This is an optimization exercise on Yosys and OpenROAD, whose aim is small area, not a production implementation.
In this exercise RTL edits were held to simulation tests only and were not proved equivalent to the original.
The flow treats the clock pin as an ideal source, which a real chip does not have.
Power is estimated from default activity; no workload was simulated.

==> flow/design.v (excerpt) <==
module stack(input wire clk, reset, push, pop, input wire [15:0] value_in,
             output wire [15:0] value_out, output wire full, empty);
    reg [3:0] j;
    reg [15:0] m0, m1, m2, m3, m4, m5, m6;
    wire [3:0] j_next;
    wire [6:0] s, we;
    count_ctl u_ctl(j, reset, push, pop, j_next, s, we, full, empty);
    always @(posedge clk) j <= j_next;
    always @(posedge clk) begin
        if (we[0]) m0 <= value_in;
        if (we[1]) m1 <= value_in;
        if (we[2]) m2 <= value_in;
        if (we[3]) m3 <= value_in;
        if (we[4]) m4 <= value_in;
        if (we[5]) m5 <= value_in;
        if (we[6]) m6 <= value_in;
    end
    genvar k;
    generate for (k = 0; k < 16; k = k + 1) begin : g_rd
        sel7 u_sel(s, {m6[k], m5[k], m4[k], m3[k], m2[k], m1[k], m0[k]}, value_out[k]);
    end endgenerate
endmodule
export LEC_CHECK = 0
export CAP_MARGIN = 0
export CORE_MARGIN = 2
export CORE_UTILIZATION = 62
export CTS_BUF_LIST = sky130_fd_sc_hd__clkbuf_4
export GPL_TIMING_DRIVEN = 0
export PLACE_DENSITY = 0.85
export SLEW_MARGIN = 0
export SYNTH_HIERARCHICAL = 1
create_clock -name core_clock -period 5.0 [get_ports {clk}]
standard.sh (not shown) runs the stock make flow with config.mk's settings and CLKGATE_MAP_FILE= SYNTH_SCRIPT=/design/flow/synth_recipe.tcl, a recipe that flattens the netlist after the stock synthesis.
==> flow/flow/run.sh <==
#!/bin/bash
# The standard ORFS flow (the standard.sh) with these changes:
#  - port buffers are the smallest buffer, sky130_fd_sc_hd__buf_1, rather
#    than the one buffer_ports picks by default;
#  - the buffers Yosys/ABC inserted are removed at floorplan;
#  - before the placement's repair_design, every combinational cell is
#    swapped for the smallest cell of its family (flow/downsize.tcl);
#    repair_design and the later timing repair size up what needs it;
#  - the clock tree is built by hand in the CTS step: eight
#    sky130_fd_sc_hd__clkinv_4 inverters, each at the centre of a group of
#    flops, driven by one sky130_fd_sc_hd__clkinv_8 from the clock port, so
#    every flop gets the same two inversions. flow/clocktree_pre.tcl puts a
#    temporary buffer on the clock before clock_tree_synthesis, so that it
#    and repair_clock_inverters leave the clock alone; flow/clocktree.tcl
#    (after the step's own repairs) replaces that buffer with the tree and
#    legalizes the placement.
# The full make output goes to standard.log in the work folder; ORFS's
# per-step logs stay under orfs/logs/.
set -euo pipefail
cd "$(dirname "$FLOW_CONFIG")"
export BUFFER_PORTS_ARGS="-buffer_cell sky130_fd_sc_hd__buf_1"
export REMOVE_ABC_BUFFERS=1
export PRE_RESIZE_TCL="$PWD/flow/downsize.tcl"
export PRE_CTS_TCL="$PWD/flow/clocktree_pre.tcl"
export POST_CTS_TCL="$PWD/flow/clocktree.tcl"
export CLK_LEAVES=8
export CLK_LEAF_CELL=sky130_fd_sc_hd__clkinv_4
export CLK_ROOT_CELL=sky130_fd_sc_hd__clkinv_8
export CTS_ARGS="-clk_nets clk"
bash standard.sh > standard.log 2>&1
==> flow/flow/clocktree.tcl <==
# Builds the clock tree by hand from inverters: the flops are split into
# CLK_LEAVES groups by k-means on their placed positions; each group gets a
# CLK_LEAF_CELL inverter at its centre, and one CLK_ROOT_CELL inverter at the
# leaves' centre drives the leaves from the clock port. Every flop sees the
# same two inversions, so the clock reaches it with its polarity unchanged.
set block [ord::get_db_block]
set db [ord::get_db]
# undo flow/clocktree_pre.tcl's temporary buffer: the flops go back on clk
set clknet [$block findNet clk]
set tmp [[lindex [$clknet getITerms] 0] getInst]
set tmpnet ""
foreach it [$tmp getITerms] { if {[$it isOutputSignal]} { set tmpnet [$it getNet] } }
puts "removing temporary clock buffer [$tmp getName] on [$tmpnet getName]"
foreach it [$tmpnet getITerms] {
  if {[$it getInst] ne $tmp} { $it disconnect; $it connect $clknet }
}
odb::dbInst_destroy $tmp
odb::dbNet_destroy $tmpnet
set K $::env(CLK_LEAVES)
set leafm [$db findMaster $::env(CLK_LEAF_CELL)]
set rootm [$db findMaster $::env(CLK_ROOT_CELL)]
set clknet [$block findNet clk]
set its {}; set xs {}; set ys {}
foreach it [$clknet getITerms] {
  set i [$it getInst]; set b [$i getBBox]
  lappend its $it
  lappend xs [expr {([$b xMin] + [$b xMax]) / 2.0}]
  lappend ys [expr {([$b yMin] + [$b yMax]) / 2.0}]
}
set n [llength $its]
set order [lsort -indices -real $xs]
set cx {}; set cy {}
for {set k 0} {$k < $K} {incr k} {
  set idx [lindex $order [expr {int(($k + 0.5) * $n / $K)}]]
  lappend cx [lindex $xs $idx]; lappend cy [lindex $ys $idx]
}
for {set iter 0} {$iter < 100} {incr iter} {
  set assign {}
  for {set p 0} {$p < $n} {incr p} {
    set best 0; set bd 1e18
    for {set k 0} {$k < $K} {incr k} {
      set d [expr {abs([lindex $xs $p] - [lindex $cx $k]) + abs([lindex $ys $p] - [lindex $cy $k])}]
      if {$d < $bd} { set bd $d; set best $k }
    }
    lappend assign $best
  }
  set ncx {}; set ncy {}
  for {set k 0} {$k < $K} {incr k} {
    set sx 0; set sy 0; set c 0
    for {set p 0} {$p < $n} {incr p} {
      if {[lindex $assign $p] == $k} { set sx [expr {$sx + [lindex $xs $p]}]; set sy [expr {$sy + [lindex $ys $p]}]; incr c }
    }
    if {$c > 0} { lappend ncx [expr {$sx / $c}]; lappend ncy [expr {$sy / $c}] } else { lappend ncx [lindex $cx $k]; lappend ncy [lindex $cy $k] }
  }
  set cx $ncx; set cy $ncy
}
proc mterm_of {master dir} {
  foreach mt [$master getMTerms] {
    if {[$mt getSigType] eq "SIGNAL" && [$mt getIoType] eq $dir} { return [$mt getName] }
  }
}
set rin [mterm_of $rootm INPUT]; set rout [mterm_of $rootm OUTPUT]
set lin [mterm_of $leafm INPUT]; set lout [mterm_of $leafm OUTPUT]
set rootnet [odb::dbNet_create $block clk_root]
set rx 0; set ry 0
for {set k 0} {$k < $K} {incr k} {
  set lnet [odb::dbNet_create $block clk_leaf_$k]
  set leaf [odb::dbInst_create $block $leafm clkleaf_$k]
  $leaf setLocation [expr {int([lindex $cx $k])}] [expr {int([lindex $cy $k])}]
  $leaf setPlacementStatus PLACED
  [$leaf findITerm $lin] connect $rootnet
  [$leaf findITerm $lout] connect $lnet
  set c 0
  for {set p 0} {$p < $n} {incr p} {
    if {[lindex $assign $p] == $k} { set it [lindex $its $p]; $it disconnect; $it connect $lnet; incr c }
  }
  puts "clock leaf $k: $c flops at [expr {int([lindex $cx $k])/1000.0}] [expr {int([lindex $cy $k])/1000.0}]"
  set rx [expr {$rx + [lindex $cx $k] / $K}]; set ry [expr {$ry + [lindex $cy $k] / $K}]
}
set root [odb::dbInst_create $block $rootm clkroot]
$root setLocation [expr {int($rx)}] [expr {int($ry)}]
$root setPlacementStatus PLACED
[$root findITerm $rin] connect $clknet
[$root findITerm $rout] connect $rootnet
$clknet setSigType CLOCK
$rootnet setSigType CLOCK

# place the new cells legally and bring the parasitics up to date
detailed_placement
estimate_parasitics -placement
report_clock_skew
==> flow/flow/clocktree_pre.tcl <==
# Before CTS: one temporary buffer drives every flop, so that
# clock_tree_synthesis finds the clock already buffered and adds nothing,
# and repair_clock_inverters finds no inverter to clone. The CTS step's
# POST hook (flow/clocktree.tcl) replaces it with the real tree.
set block [ord::get_db_block]
set sx 0; set sy 0; set n 0
foreach it [[$block findNet clk] getITerms] {
  set b [[$it getInst] getBBox]
  set sx [expr {$sx + ([$b xMin] + [$b xMax]) / 2}]; set sy [expr {$sy + ([$b yMin] + [$b yMax]) / 2}]; incr n
}
insert_buffer -buffer_cell sky130_fd_sc_hd__clkbuf_16 -net clk -location [list [expr {$sx / $n / 1000.0}] [expr {$sy / $n / 1000.0}]] -buffer_name clktemp -net_name clk_temp
Other scripts of this flow, unchanged in this note and not shown: flow/flow/downsize.tcl
The first run produced a clean layout.
Next try:
--- a/flow/flow/run.sh
+++ b/flow/flow/run.sh
@@ -9,8 +9,5 @@
-#  - the clock tree is built by hand in the CTS step: eight
-#    sky130_fd_sc_hd__clkinv_4 inverters, each at the centre of a group of
-#    flops, driven by one sky130_fd_sc_hd__clkinv_8 from the clock port, so
-#    every flop gets the same two inversions. flow/clocktree_pre.tcl puts a
-#    temporary buffer on the clock before clock_tree_synthesis, so that it
-#    and repair_clock_inverters leave the clock alone; flow/clocktree.tcl
-#    (after the step's own repairs) replaces that buffer with the tree and
-#    legalizes the placement.
+#  - the clock tree is built by flow/clocktree.tcl before the CTS step:
+#    eight sky130_fd_sc_hd__clkinv_4 inverters, each at the centre of a group
+#    of flops, driven by one sky130_fd_sc_hd__clkinv_8 from the clock port;
+#    every flop gets the same two inversions. clock_tree_synthesis then finds
+#    the clock already buffered and adds nothing.
@@ -24,2 +21 @@
-export PRE_CTS_TCL="$PWD/flow/clocktree_pre.tcl"
-export POST_CTS_TCL="$PWD/flow/clocktree.tcl"
+export PRE_CTS_TCL="$PWD/flow/clocktree.tcl"
--- a/flow/flow/clocktree.tcl
+++ b/flow/flow/clocktree.tcl
@@ -8,11 +7,0 @@
-# undo flow/clocktree_pre.tcl's temporary buffer: the flops go back on clk
-set clknet [$block findNet clk]
-set tmp [[lindex [$clknet getITerms] 0] getInst]
-set tmpnet ""
-foreach it [$tmp getITerms] { if {[$it isOutputSignal]} { set tmpnet [$it getNet] } }
-puts "removing temporary clock buffer [$tmp getName] on [$tmpnet getName]"
-foreach it [$tmpnet getITerms] {
-  if {[$it getInst] ne $tmp} { $it disconnect; $it connect $clknet }
-}
-odb::dbInst_destroy $tmp
-odb::dbNet_destroy $tmpnet
@@ -87,5 +75,0 @@
-
-# place the new cells legally and bring the parasitics up to date
-detailed_placement
-estimate_parasitics -placement
-report_clock_skew
--- a/flow/config.mk
+++ b/flow/config.mk
@@ -10 +10 @@
-export CORE_UTILIZATION = 62
+export CORE_UTILIZATION = 55
@@ -13 +12,0 @@
-export PLACE_DENSITY = 0.85
removed: flow/flow/clocktree_pre.tcl
Effect: The changed run completed with no timing, DRC or antenna violations; synthesized area is unchanged; design area is higher by 26%; core utilization is higher by 7.4 points; die area is higher by 12%; routed wire length is higher by 12%; synthesized cell count is unchanged; hold slack degrades by 6.3 ps; cell count is higher by 42%; fmax is lower by 10%; power is higher by 92%; combinational power barely changes.
Next try:
--- a/flow/flow/run.sh
+++ b/flow/flow/run.sh
@@ -9,5 +9,8 @@
-#  - the clock tree is built by flow/clocktree.tcl before the CTS step:
-#    eight sky130_fd_sc_hd__clkinv_4 inverters, each at the centre of a group
-#    of flops, driven by one sky130_fd_sc_hd__clkinv_8 from the clock port;
-#    every flop gets the same two inversions. clock_tree_synthesis then finds
-#    the clock already buffered and adds nothing.
+#  - the clock tree is built by hand in the CTS step: eight
+#    sky130_fd_sc_hd__clkinv_4 inverters, each at the centre of a group of
+#    flops, driven by one sky130_fd_sc_hd__clkinv_8 from the clock port, so
+#    every flop gets the same two inversions. flow/clocktree_pre.tcl puts a
+#    temporary buffer on the clock before clock_tree_synthesis, so that it
+#    and repair_clock_inverters leave the clock alone; flow/clocktree.tcl
+#    (after the step's own repairs) replaces that buffer with the tree and
+#    legalizes the placement.
@@ -21 +24,2 @@
-export PRE_CTS_TCL="$PWD/flow/clocktree.tcl"
+export PRE_CTS_TCL="$PWD/flow/clocktree_pre.tcl"
+export POST_CTS_TCL="$PWD/flow/clocktree.tcl"
--- a/flow/flow/clocktree.tcl
+++ b/flow/flow/clocktree.tcl
@@ -7,0 +8,9 @@
+# undo flow/clocktree_pre.tcl's temporary buffer: the flops go back on clk
+set clknet [$block findNet clk]
+set tmp [$block findInst clktemp]
+set tmpnet [$block findNet clk_temp]
+foreach it [$tmpnet getITerms] {
+  if {[$it getInst] ne $tmp} { $it disconnect; $it connect $clknet }
+}
+odb::dbInst_destroy $tmp
+odb::dbNet_destroy $tmpnet
@@ -75,0 +85,5 @@
+
+# place the new cells legally and bring the parasitics up to date
+detailed_placement
+estimate_parasitics -placement
+report_clock_skew
==> flow/flow/clocktree_pre.tcl (new file) <==
# Before CTS: one temporary buffer drives every flop, so that
# clock_tree_synthesis finds the clock already buffered and adds nothing,
# and repair_clock_inverters finds no inverter to clone. The CTS step's
# POST hook (flow/clocktree.tcl) replaces it with the real tree.
set block [ord::get_db_block]
set sx 0; set sy 0; set n 0
foreach it [[$block findNet clk] getITerms] {
  set b [[$it getInst] getBBox]
  set sx [expr {$sx + ([$b xMin] + [$b xMax]) / 2}]; set sy [expr {$sy + ([$b yMin] + [$b yMax]) / 2}]; incr n
}
insert_buffer -buffer_cell sky130_fd_sc_hd__clkbuf_16 -net clk -location [list [expr {$sx / $n / 1000.0}] [expr {$sy / $n / 1000.0}]] -buffer_name clktemp -net_name clk_temp
Now the flow stopped in clock tree synthesis.
Synthesized cell count is unchanged.
Synthesized area is unchanged.
Next try:
--- a/flow/flow/clocktree.tcl
+++ b/flow/flow/clocktree.tcl
@@ -10,2 +10,4 @@
-set tmp [$block findInst clktemp]
-set tmpnet [$block findNet clk_temp]
+set tmp [[lindex [$clknet getITerms] 0] getInst]
+set tmpnet ""
+foreach it [$tmp getITerms] { if {[$it isOutputSignal]} { set tmpnet [$it getNet] } }
+puts "removing temporary clock buffer [$tmp getName] on [$tmpnet getName]"
Outcome: With this change the flow completed without violations; area after synthesis does not change; synthesized cell count does not change.
Next try:
--- a/flow/config.mk
+++ b/flow/config.mk
@@ -12,0 +13 @@
+export PLACE_DENSITY = 0.8
Result: First-iteration DRC count goes down by 0.78%; sequential share of layout area grows by 0.26 points; cell count stays flat; combinational power hardly moves; worst setup slack gets worse by 74 ps; core utilization fell by 0.20 points; cell area goes down by 0.33%; global-route usage goes down by 0.40 points; wire length came out lower by 0.82%; fmax drops by 2.3%.

-- what the ideal ports hide --
The results above use ideal ports. As a check the final layouts listed here were re-extracted and re-timed, cells and wires unchanged.
Step 1, drivers: a clkbuf_16 drives clk and a buf_2 each remaining input, both assumed.
Step 2 adds t to the input delays and takes it off the output delays; t is the mean of the earliest and latest rising clock arrival at the registers after step 1. Input paths then give back, and output paths get back, about the clock's delay inside the block.
Slacks: ideal ports / drivers / drivers and shift; pairs: ideal ports / drivers.
run	t (ns)	slack for setup (ns)	worst hold slack (ns)	worst slew at a driven data input, ns	pins driven straight from the clock port
the first run	0.274	1.750 / 1.699 / 1.816	0.625 / 0.625 / 0.625	0.04	1
the second run	0.620	1.376 / 1.346 / 1.874	0.618 / 0.618 / 0.618	0.04	1
the fourth run	0.273	1.819 / 1.768 / 1.873	0.620 / 0.620 / 0.620	0.04	1
the fifth run	0.270	1.745 / 1.697 / 1.813	0.646 / 0.646 / 0.646	0.04	1
After both steps every run listed still meets setup and hold.
